This design comes from an exercise in tuning for small area and a short achievable clock period on the open sky130 flow, not from production work.
In this exercise RTL edits were held to simulation tests only and were not proved equivalent to the original.
Power figures rest on the tool's default switching activity, not on a simulated workload.

Setup of job 4410:
==> flow/design.v <==
module sdp_1clk_ram #(
  parameter int P_DATA_WIDTH = 9,
  parameter int P_DEPTH      = 63
) (
  input  logic                    clk_i,
  input  logic                    wr_i,
  input  logic [P_DATA_WIDTH-1:0] data_wr_i,
  input  logic [P_DEPTH-1:0]      sel_i,
  output logic [P_DATA_WIDTH-1:0] data_rd_o
);
  logic [P_DEPTH*P_DATA_WIDTH-1:0] sh_q;
  always_ff @(posedge clk_i)
    if (wr_i) sh_q <= {sh_q[(P_DEPTH-1)*P_DATA_WIDTH-1:0], data_wr_i};
  always_comb begin
    data_rd_o = '0;
    for (int i = 0; i < P_DEPTH; i++)
      data_rd_o = data_rd_o | ({P_DATA_WIDTH{sel_i[i]}} & sh_q[i*P_DATA_WIDTH +: P_DATA_WIDTH]);
  end
endmodule
module sync_fifo_core #(
  parameter int P_DATA_WIDTH = 9
) (
  input  logic clk_i,
  input  logic rst_i,
  input  logic wr_i,                         
  input  logic [P_DATA_WIDTH-1:0] data_i,
  input  logic rd_i,                         
  output logic [P_DATA_WIDTH-1:0] head_o,    
  output logic empty_o,                      
  output logic [P_DATA_WIDTH-1:0] head_n_o,  
  output logic empty_n_o                     
);
  localparam int D = 63;
  logic [7:0] lo;
  logic [8:0] hi;
  logic [P_DATA_WIDTH-1:0] head, nh, rdata, nh_n, head_n;
  logic empty;
  logic full, has_data, wrm, rdm, up, dn, empty_n, sh_en, nh_from_in;
  logic [D-1:0] sel;
  assign full       = hi[8];
  assign wrm        = wr_i & ~full;
  assign rdm        = (rd_i | empty) & has_data;
  assign up         = wrm & ~rdm;
  assign dn         = rdm & ~wrm;
  assign empty_n    = ~rdm & (rd_i | empty);
  assign head_n     = rdm ? nh : head;
  assign nh_from_in = hi[0] & (rdm ? lo[1] : lo[0]);
  assign sh_en      = wrm;
  assign nh_n       = nh_from_in ? data_i : (rdm ? rdata : nh);
  always_comb
    for (int i = 0; i < D; i++) sel[i] = lo[(i + 2) % 8] & hi[(i + 2) / 8];
  sdp_1clk_ram #(.P_DATA_WIDTH(P_DATA_WIDTH), .P_DEPTH(D)) u_ram (
    .clk_i    (clk_i),
    .wr_i     (sh_en),
    .data_wr_i(data_i),
    .sel_i    (sel),
    .data_rd_o(rdata)
  );
  always_ff @(posedge clk_i) begin
    if (rst_i) begin
      lo       <= 8'd1;
      hi       <= 9'd1;
      has_data <= 1'b0;
      empty <= 1'b1;
    end else begin
      if (up) begin
        lo <= {lo[6:0], lo[7]};
        if (lo[7]) hi <= {hi[7:0], 1'b0};
      end else if (dn) begin
        lo <= {lo[0], lo[7:1]};
        if (lo[0]) hi <= {1'b0, hi[8:1]};
      end
      has_data <= up | (has_data & ~(dn & hi[0] & lo[1]));
      empty <= empty_n;
    end
  end
  always_ff @(posedge clk_i) begin
    head <= head_n;
    nh   <= nh_n;
  end
  assign head_o    = head;
  assign empty_o   = empty;
  assign head_n_o  = head_n;
  assign empty_n_o = empty_n;
endmodule
module arbiter #(
  parameter int P_WIDTH = 3
) (
  input  logic               clk_i,
  input  logic               rst_i,
  input  logic [P_WIDTH-1:0] request_n_i,  
  output logic [P_WIDTH-1:0] grant_o,      
  output logic [P_WIDTH-1:0] grant_n_o     
);
  logic [P_WIDTH-1:0] grant_q, prio_q, prio_n, hold, rr;
  logic [P_WIDTH*2-1:0] carry;
  assign prio_n = (|grant_q) ? {grant_q[P_WIDTH-2:0], grant_q[P_WIDTH-1]} : prio_q;
  always_comb begin
    for (int i = 0; i < P_WIDTH*2; i++) begin
      if (i == 0) carry[i] = 1'b0;
      else        carry[i] = ~request_n_i[(i-1)%P_WIDTH] & (carry[i-1] | prio_n[(i-1)%P_WIDTH]);
    end
  end
  assign rr        = request_n_i & (carry[P_WIDTH*2-1:P_WIDTH] | carry[P_WIDTH-1:0] | prio_n);
  assign hold      = request_n_i & grant_q;
  assign grant_n_o = (|hold) ? hold : rr;
  always_ff @(posedge clk_i) begin
    if (rst_i) begin
      grant_q <= '0;
      prio_q  <= P_WIDTH'(1);
    end else begin
      grant_q <= grant_n_o;
      prio_q  <= prio_n;
    end
  end
  assign grant_o = grant_q;
endmodule
module crossbar #(
  parameter int P_QUEUE_ADDR_WIDTH = 6
) (
  input  logic clk_i,
  input  logic rst_i,
  input  logic [3:0][7:0] rx_data,
  input  logic [3:0]      rx_done,
  input  logic [3:0][2:0] rx_dest,
  output logic [3:0][7:0] tx_data,
  output logic [3:0]      tx_ctrl
);
  logic [11:0]     empty, empty_n, vdone, req_n, grant, grant_n, wr;
  logic [11:0][8:0] head, head_n;
  logic [3:0][3:0] cd, cd_n;
  logic [3:0][7:0] txd_n, txd_q;
  logic [3:0]      txc_q;
  genvar tx, k;
  generate
    for (tx = 0; tx < 4; tx++) begin: g_tx
      for (k = 0; k < 3; k++) begin: g_q
        localparam int RX = (k >= tx) ? (k + 1) : k;
        localparam int Q  = 3*tx + k;
        assign wr[Q] = (rx_dest[RX] == 3'(tx)) || (rx_dest[RX] == 3'd4);
        sync_fifo_core #(.P_DATA_WIDTH(9)) u_q (
          .clk_i    (clk_i),
          .rst_i    (rst_i),
          .wr_i     (wr[Q]),
          .data_i   ({rx_done[RX], rx_data[RX]}),
          .rd_i     (grant[Q]),
          .head_o   (head[Q]),
          .empty_o  (empty[Q]),
          .head_n_o (head_n[Q]),
          .empty_n_o(empty_n[Q])
        );
        assign vdone[Q] = ~empty[Q] & head[Q][8];
      end
      assign cd_n[tx] = (cd[tx] != 4'd0) ? (cd[tx] - 4'd1) :
                        ((|vdone[3*tx +: 3]) ? 4'd12 : 4'd0);
      assign req_n[3*tx +: 3] = {3{cd_n[tx] == 4'd0}} & ~empty_n[3*tx +: 3] & ~vdone[3*tx +: 3];
      arbiter #(.P_WIDTH(3)) u_arb (
        .clk_i      (clk_i),
        .rst_i      (rst_i),
        .request_n_i(req_n[3*tx +: 3]),
        .grant_o    (grant[3*tx +: 3]),
        .grant_n_o  (grant_n[3*tx +: 3])
      );
      assign txd_n[tx] = ({8{grant_n[3*tx+0]}} & head_n[3*tx+0][7:0]) |
                         ({8{grant_n[3*tx+1]}} & head_n[3*tx+1][7:0]) |
                         ({8{grant_n[3*tx+2]}} & head_n[3*tx+2][7:0]);
      always_ff @(posedge clk_i) begin
        if (rst_i) begin
          cd[tx]    <= 4'd0;
          txd_q[tx] <= 8'd0;
          txc_q[tx] <= 1'b0;
        end else begin
          cd[tx]    <= cd_n[tx];
          txd_q[tx] <= txd_n[tx];
          txc_q[tx] <= |grant_n[3*tx +: 3];
        end
      end
    end
  endgenerate
  assign tx_data = txd_q;
  assign tx_ctrl = txc_q;
endmodule
module crossbar_top (
  input  logic        clk_i,
  input  logic        rst_i,
  input  logic [31:0] rx_data,   
  input  logic [3:0]  rx_done,   
  input  logic [11:0] rx_dest,   
  output logic [31:0] tx_data,   
  output logic [3:0]  tx_ctrl    
);
  crossbar #(.P_QUEUE_ADDR_WIDTH(6)) u_crossbar (
    .clk_i  (clk_i),
    .rst_i  (rst_i),
    .rx_data(rx_data),
    .rx_done(rx_done),
    .rx_dest(rx_dest),
    .tx_data(tx_data),
    .tx_ctrl(tx_ctrl)
  );
endmodule
export LEC_CHECK = 0
export CAP_MARGIN = 20
export CORE_MARGIN = 2
export CORE_UTILIZATION = 55
export CTS_CLUSTER_DIAMETER = 80
export CTS_CLUSTER_SIZE = 27
export SETUP_SLACK_MARGIN = 2.65
export SLEW_MARGIN = 20
create_clock -name core_clock -period 5.5 [get_ports {clk_i}]
run.sh (not shown) runs the stock make flow with config.mk's settings and CLKGATE_MAP_FILE= SYNTH_SCRIPT=/design/flow/synth_recipe.tcl, a recipe that flattens the netlist after the stock synthesis.
--- input diff job 4410..job 9258 ---
diff --git a/flow/config.mk b/flow/config.mk
--- a/flow/config.mk
+++ b/flow/config.mk
@@ -9,6 +9,6 @@
 export CORE_MARGIN = 2
-export CORE_UTILIZATION = 55
-export CTS_CLUSTER_DIAMETER = 80
-export CTS_CLUSTER_SIZE = 27
-export SETUP_SLACK_MARGIN = 2.65
+export CORE_UTILIZATION = 50
+export CTS_CLUSTER_DIAMETER = 70
+export CTS_CLUSTER_SIZE = 24
+export SETUP_SLACK_MARGIN = 2.9
 export SLEW_MARGIN = 20
## What came out
Job 4410: PASS, flow complete, no timing, DRC or antenna violations
Job 9258 has completed all stages; timing, DRC and antenna checks passed.
Required time of the critical path ends up lower on job 9258.
Delta (job 9258 minus job 4410): number of signal-net buffers in the layout increased by 72 relative to the old numbers; design area increased by about 3% relative to the old numbers; logic depth of the worst path, buffers included decreased by 5 relative to the old numbers; fraction of power spent switching nets increased by 0.60 points relative to the old numbers.
Job 9258 -> job 4410: number of multi-input combinational cells in the layout flat
Job 9258 vs job 4410, cell with the largest stage delay on the worst path: dfxtp_4 vs buf_16
Job 4410 consumes less power than job 9258.
Job 9258 does better than job 4410 on minimum period implied by the final worst setup slack.
Job 9258 gives less worst hold slack than job 4410 did.
Final clock skew for job 9258: 0.014 ns up relative to job 4410
Re cell area after synthesis: no difference whatsoever between job 9258 and job 4410.
--- input diff job 9258..job 1557 ---
diff --git a/flow/config.mk b/flow/config.mk
--- a/flow/config.mk
+++ b/flow/config.mk
@@ -9,6 +9,6 @@
 export CORE_MARGIN = 2
-export CORE_UTILIZATION = 50
-export CTS_CLUSTER_DIAMETER = 70
-export CTS_CLUSTER_SIZE = 24
-export SETUP_SLACK_MARGIN = 2.9
+export CORE_UTILIZATION = 55
+export CTS_CLUSTER_DIAMETER = 80
+export CTS_CLUSTER_SIZE = 27
+export SETUP_SLACK_MARGIN = 2.95
 export SLEW_MARGIN = 20
--- outcome ---
- Job 1557 ended up with a lower clock buffer count from CTS than job 9258 did.
- Against job 9258, job 1557 reports a number of vias after detailed routing that is lower.
- Delta (job 1557 minus job 9258): net switching power has decreased, post-cts resize count has increased, worst setup margin has increased.
- The die used by job 1557 is smaller than the one used by job 9258.

-- separate check: timing with driven ports --
No port has a modelled driver above. Below, the same layouts with a new extraction and two added sets of constraints.
Step 1 (the two cells are an assumption about what drives the block):
set clk [get_ports {clk_i}]
set_driving_cell -lib_cell sky130_fd_sc_hd__clkbuf_16 $clk
set_driving_cell -lib_cell sky130_fd_sc_hd__buf_2 [delete_from_list [all_inputs] $clk]
Step 2 times the ports against the registers' clock, not the clock port: input delays grow and output delays shrink by t, the midpoint of the rising clock arrivals with the driver on.
Slacks: ideal / step 1 / step 2; pairs: ideal / step 1.
| run | t, ns | setup WS [ns] | worst hold slack (ns) | worst setup path at the end | slew at the worst register clock pin (ns) |
|---|---|---|---|---|---|
| job 4410 | 1.132 | 2.677 / 2.595 / 1.600 | 0.415 / 0.415 / 0.415 | input to register | 0.11 / 0.11 |
| job 9258 | 1.164 | 2.757 / 2.638 / 1.806 | 0.394 / 0.314 / 0.415 | input to register | 0.10 / 0.10 |
| job 1557 | 1.127 | 2.790 / 2.675 / 1.830 | 0.425 / 0.425 / 0.425 | input to register | 0.11 / 0.11 |
After both steps every run listed still meets setup and hold. For job 4410, which loses most, drivers alone change the setup slack by -0.082 ns; drivers and shift together by -1.077 ns.
